From an optimization exercise on the open Yosys and OpenROAD flow, aimed at small area; shortcuts taken in it are not production practice. In this exercise RTL edits were held to simulation tests only and were not proved equivalent to the original. The clock port is modelled as an ideal driver; clocking choices that lean on that would not hold on a real chip. Power and IR drop assume default switching activity.

## Fitbit
module Fitbit(
    input CLK,
    input start,
    input reset,
    input [1:0] select,
    output [6:0] sseg,
    output [3:0] an,
    output SI,
    output dp
    );
Size: ~660 cells after synthesis, about 18 I/O pins.
==> flow/config.mk <==
export PLATFORM = sky130hd
export DESIGN_NAME = Fitbit
export DESIGN_NICKNAME = Fitbit
export VERILOG_FILES = /design/flow/design.v
export SDC_FILE = /design/flow/constraint.sdc
export NUM_CORES = 4
export LEC_CHECK = 0
export CAP_MARGIN = 20
export CORE_MARGIN = 2
export CORE_UTILIZATION = 40
export SLEW_MARGIN = 20
==> flow/constraint.sdc <==
create_clock -name core_clock -period 25.0 [get_ports {CLK}]
set_input_delay 5.0000 -clock core_clock [delete_from_list [all_inputs] [get_ports {CLK}]]
set_output_delay 5.0000 -clock core_clock [all_outputs]
set_load 0.01 [all_outputs]
standard.sh (not shown) runs the stock make flow with config.mk's settings and CLKGATE_MAP_FILE= SYNTH_SCRIPT=/design/flow/synth_recipe.tcl, a recipe that flattens the netlist after the stock synthesis.
==> flow/flow/run.sh <==
#!/bin/bash
# Own layout flow: the standard synthesis, then an area-oriented re-mapping of
# its combinational logic (the registers, their names and cells are kept as
# the standard synthesis made them), then the standard ORFS layout steps with
# a small clock tree and small port buffers.
set -euo pipefail
W=$(pwd)
F=$W/flow
R=$W/orfs/results/$FLOW_PLATFORM/Fitbit/base
LIB=$FLOW_HOME/platforms/sky130hd/lib/sky130_fd_sc_hd__tt_025C_1v80.lib

bash standard.sh synth > $W/log_1_standard_synth.txt 2>&1

cp $R/1_2_yosys.v $W/standard_synth.v
LIB=$LIB IN=$W/standard_synth.v OUT=$W/resynth.v ABC=$F/area.abc \
  yosys -c $F/resynth.tcl > $W/log_2_resynth.txt 2>&1
cp $W/resynth.v $R/1_2_yosys.v
rm -f $R/1_synth.odb $R/1_synth.sdc

CTS="-sink_clustering_enable -repair_clock_nets -dont_use_dummy_load $(cat $F/cts_args.txt)"
bash standard.sh finish \
  "CTS_ARGS=$CTS" \
  "BUFFER_PORTS_ARGS=-buffer_cell sky130_fd_sc_hd__buf_1" \
  > $W/log_3_standard_finish.txt 2>&1
test -f $W/out/final.def
==> flow/flow/area.abc <==
strash
balance -l
 resub -K 6 -l
 rewrite -l
 resub -K 6 -N 2 -l
 refactor -l
 resub -K 8 -l
 balance -l
 resub -K 8 -N 2 -l
 rewrite -l
 resub -K 10 -l
 rewrite -z -l
 resub -K 10 -N 2 -l
 balance -l
 resub -K 12 -l
 refactor -z -l
 resub -K 12 -N 2 -l
 rewrite -z -l
 balance -l

&get -n
&deepsyn -J 100 -T 400 -v
&put
balance -l
 resub -K 6 -l
 rewrite -l
 resub -K 6 -N 2 -l
 refactor -l
 resub -K 8 -l
 balance -l
 resub -K 8 -N 2 -l
 rewrite -l
 resub -K 10 -l
 rewrite -z -l
 resub -K 10 -N 2 -l
 balance -l
 resub -K 12 -l
 refactor -z -l
 resub -K 12 -N 2 -l
 rewrite -z -l
 balance -l

&get -n
&dch -f
&nf -R 1000
&put
==> flow/flow/cts_args.txt <==
-buf_list sky130_fd_sc_hd__clkbuf_8 -root_buf sky130_fd_sc_hd__clkbuf_8 -sink_clustering_size 30 -sink_clustering_max_diameter 100
==> flow/flow/resynth.tcl <==
# Re-map the combinational logic of the standard synthesis for area.
# Flip-flops and tie cells stay as they are (same instances, names, cells).
yosys read_liberty -ignore_miss_func $::env(LIB)
yosys read_verilog $::env(IN)
yosys hierarchy -top Fitbit
yosys setattr -mod -set keep_hierarchy 1 sky130_fd_sc_hd__dfxtp_1 sky130_fd_sc_hd__conb_1
yosys flatten
yosys opt_clean
yosys abc -liberty $::env(LIB) -script $::env(ABC) -dont_use *lpflow* -dont_use *probe*
yosys opt_clean -purge
yosys hilomap -singleton -hicell sky130_fd_sc_hd__conb_1 HI -locell sky130_fd_sc_hd__conb_1 LO
yosys opt_clean -purge
yosys stat -liberty $::env(LIB)
yosys select Fitbit
yosys write_verilog -selected -noattr -nohex -nodec $::env(OUT)
The starting point went through all stages and came out clean.
Next try:
==> flow/flow/cts_args.txt (replaced) <==
-buf_list sky130_fd_sc_hd__clkbuf_4 -root_buf sky130_fd_sc_hd__clkbuf_8 -sink_clustering_size 16 -sink_clustering_max_diameter 60
Effect:
- The changed run passed the timing, DRC and antenna checks
- sequential cell count does not change
- total power drops by 8.8%
- wire length is about the same
- worst setup slack hardly moves
- final area falls by 1.6%
- clock skew climbs by 0.0091 ns
- via count came out higher by 0.44%
- non-clock buffer count does not change
- utilization shrinks by 0.72 points

north:
Fitbit, a different RTL version from the one above (not shown whole).
Size in the first run: about 620 cells after synthesis, roughly 18 I/O pins, roughly 5400 sq um of cells after synthesis.
Settings: LEC_CHECK=0, CAP_MARGIN=20, CORE_MARGIN=2, CORE_UTILIZATION=55, SLEW_MARGIN=20; clock period 25.0 ns.
==> flow/flow/run.sh <==
#!/bin/bash
# Own layout flow: the standard synthesis, then an area-oriented re-mapping of
# its combinational logic (the registers, their names and cells are kept as
# the standard synthesis made them), then the standard ORFS layout steps with
# a small clock tree and small port buffers.
set -euo pipefail
W=$(pwd)
F=$W/flow
R=$W/orfs/results/$FLOW_PLATFORM/Fitbit/base
LIB=$FLOW_HOME/platforms/sky130hd/lib/sky130_fd_sc_hd__tt_025C_1v80.lib

bash standard.sh synth > $W/log_1_standard_synth.txt 2>&1

cp $R/1_2_yosys.v $W/standard_synth.v
LIB=$LIB IN=$W/standard_synth.v OUT=$W/resynth.v ABC=$F/area.abc \
  yosys -c $F/resynth.tcl > $W/log_2_resynth.txt 2>&1
cp $W/resynth.v $R/1_2_yosys.v
rm -f $R/1_synth.odb $R/1_synth.sdc

CTS="-sink_clustering_enable -repair_clock_nets -dont_use_dummy_load $(cat $F/cts_args.txt)"
bash standard.sh finish \
  "CTS_ARGS=$CTS" \
  "BUFFER_PORTS_ARGS=-buffer_cell sky130_fd_sc_hd__buf_1" \
  "POST_CTS_TCL=$F/post_cts.tcl" \
  > $W/log_3_standard_finish.txt 2>&1
test -f $W/out/final.def
==> flow/flow/area.abc <==
strash
balance -l
 resub -K 6 -l
 rewrite -l
 resub -K 6 -N 2 -l
 refactor -l
 resub -K 8 -l
 balance -l
 resub -K 8 -N 2 -l
 rewrite -l
 resub -K 10 -l
 rewrite -z -l
 resub -K 10 -N 2 -l
 balance -l
 resub -K 12 -l
 refactor -z -l
 resub -K 12 -N 2 -l
 rewrite -z -l
 balance -l

&get -n
&deepsyn -J 100 -T 500
&put
balance -l
 resub -K 6 -l
 rewrite -l
 resub -K 6 -N 2 -l
 refactor -l
 resub -K 8 -l
 balance -l
 resub -K 8 -N 2 -l
 rewrite -l
 resub -K 10 -l
 rewrite -z -l
 resub -K 10 -N 2 -l
 balance -l
 resub -K 12 -l
 refactor -z -l
 resub -K 12 -N 2 -l
 rewrite -z -l
 balance -l

&get -n
&dch -f
&nf -R 1000
&put
mfs3 -ar
mfs3 -a
mfs3 -ar
==> flow/flow/cts_args.txt <==
-buf_list sky130_fd_sc_hd__clkbuf_4 -root_buf sky130_fd_sc_hd__clkbuf_8 -sink_clustering_size 16 -sink_clustering_max_diameter 60
==> flow/flow/post_cts.tcl <==
estimate_parasitics -placement
set limit 0.095
foreach inst [get_cells -filter "ref_name == sky130_fd_sc_hd__clkbuf_4"] {
  set net [get_nets -of_objects [get_pins [get_full_name $inst]/X]]
  set worst 0
  foreach pin [get_pins -of_objects $net -filter "direction == input"] {
    set s [get_property $pin slew_max]
    if {$s > $worst} { set worst $s }
  }
  if {$worst > $limit} {
    puts "post_cts: [get_full_name $inst] worst sink slew $worst, upsizing"
    replace_cell $inst sky130_fd_sc_hd__clkbuf_8
  }
}
detailed_placement
estimate_parasitics -placement
Scripts as last shown in full above: flow/flow/resynth.tcl
--- input diff north..south ---
- a change of CORE_UTILIZATION from 55 to 40
--- a/flow/flow/run.sh
+++ b/flow/flow/run.sh
@@ -22,5 +22,4 @@
   "CTS_ARGS=$CTS" \
   "BUFFER_PORTS_ARGS=-buffer_cell sky130_fd_sc_hd__buf_1" \
-  "POST_CTS_TCL=$F/post_cts.tcl" \
   > $W/log_3_standard_finish.txt 2>&1
 test -f $W/out/final.def
--- a/flow/flow/area.abc
+++ b/flow/flow/area.abc
@@ -20,5 +20,5 @@
 
 &get -n
-&deepsyn -J 100 -T 500
+&deepsyn -J 100 -T 400 -v
 &put
 balance -l
@@ -45,5 +45,2 @@
 &nf -R 1000
 &put
-mfs3 -ar
-mfs3 -a
-mfs3 -ar
removed: flow/flow/post_cts.tcl
Findings:
Changes observed in south relative to north: number of cells after detailed placement rose 49; number of placement rows rose about 17%; switching part of the total rose 0.51 points.
north and south ended up with nearly the same critical path depth.
The mean area per synthesized cell was comparable across north and south.
Against north, south comes in 21% lower on largest voltage drop on the vdd net.
When the final numbers for north and south were put side by side, the layout inverter count without the clock tree turned out to be greater in south.
When south is measured against north, its clock-cell share of area turns out 0.47 points lower.
The cell with the largest stage delay on the worst path comes out a2111oi_1 in one run and a2111oi_0 in the other, namely in south and north respectively.
Depth of the worst register-to-register path (south over north): increase, 3
diff inputs: south => east
- changing CORE_UTILIZATION from 40 to 55
--- a/flow/flow/area.abc
+++ b/flow/flow/area.abc
@@ -20,5 +20,5 @@
 
 &get -n
-&deepsyn -J 100 -T 400 -v
+&deepsyn -J 100 -T 500
 &put
 balance -l
@@ -45,2 +45,5 @@
 &nf -R 1000
 &put
+mfs3 -ar
+mfs3 -a
+mfs3 -ar
### Flow results
- Per the comparison of east with south, ratio of final minimum period to clock period higher, die boundary width lower, count of max-cap constraint violations roughly the same, total power lower.
- Row post-route met1 wirelength: east lower / south higher
- Sort east and south by worst path arrival time asc -> top: south
- Combined buffer and inverter count along the critical path: east vs south identical
- The final critical-path required period reported for east is greater than that of south by 120 ps.
- east: sequential share of cell area is 0.95 points higher than what south reported.
- Lower HPWL after detailed placement was reported by east, not south.
- Of east and south, east shows the higher transition at the pin with the smallest max-transition slack, with south below it.

[re-timing with driven ports]
The flow's constraints put no driver on any port. The routed layouts listed below were extracted and timed again, unchanged, in two steps. Step 1 sets driving cells, clkbuf_16 on the clock port and buf_2 on the other inputs (assumed; they add their load-dependent delay and slew). Step 2, shift: input delay + t, output delay - t, t = (earliest + latest rising clock arrival at the registers) / 2. This alone moves slack from input paths to output paths. a / b / c = ideal ports / drivers / drivers and shift; a / b = the first two.
run	shift t [ns]	setup slack, ns	latest minus earliest clock arrival (ns)
the first run of note 1	0.460	16.611 / 16.577 / 16.850	0.018 / 0.018
the second run of note 1	0.430	16.609 / 16.575 / 16.863	0.027 / 0.027
north	0.436	16.644 / 16.612 / 17.048	0.022 / 0.022
south	0.431	16.810 / 16.776 / 17.207	0.039 / 0.040
east	0.436	16.686 / 16.654 / 17.090	0.046 / 0.046
After both steps every run listed still meets setup and hold.
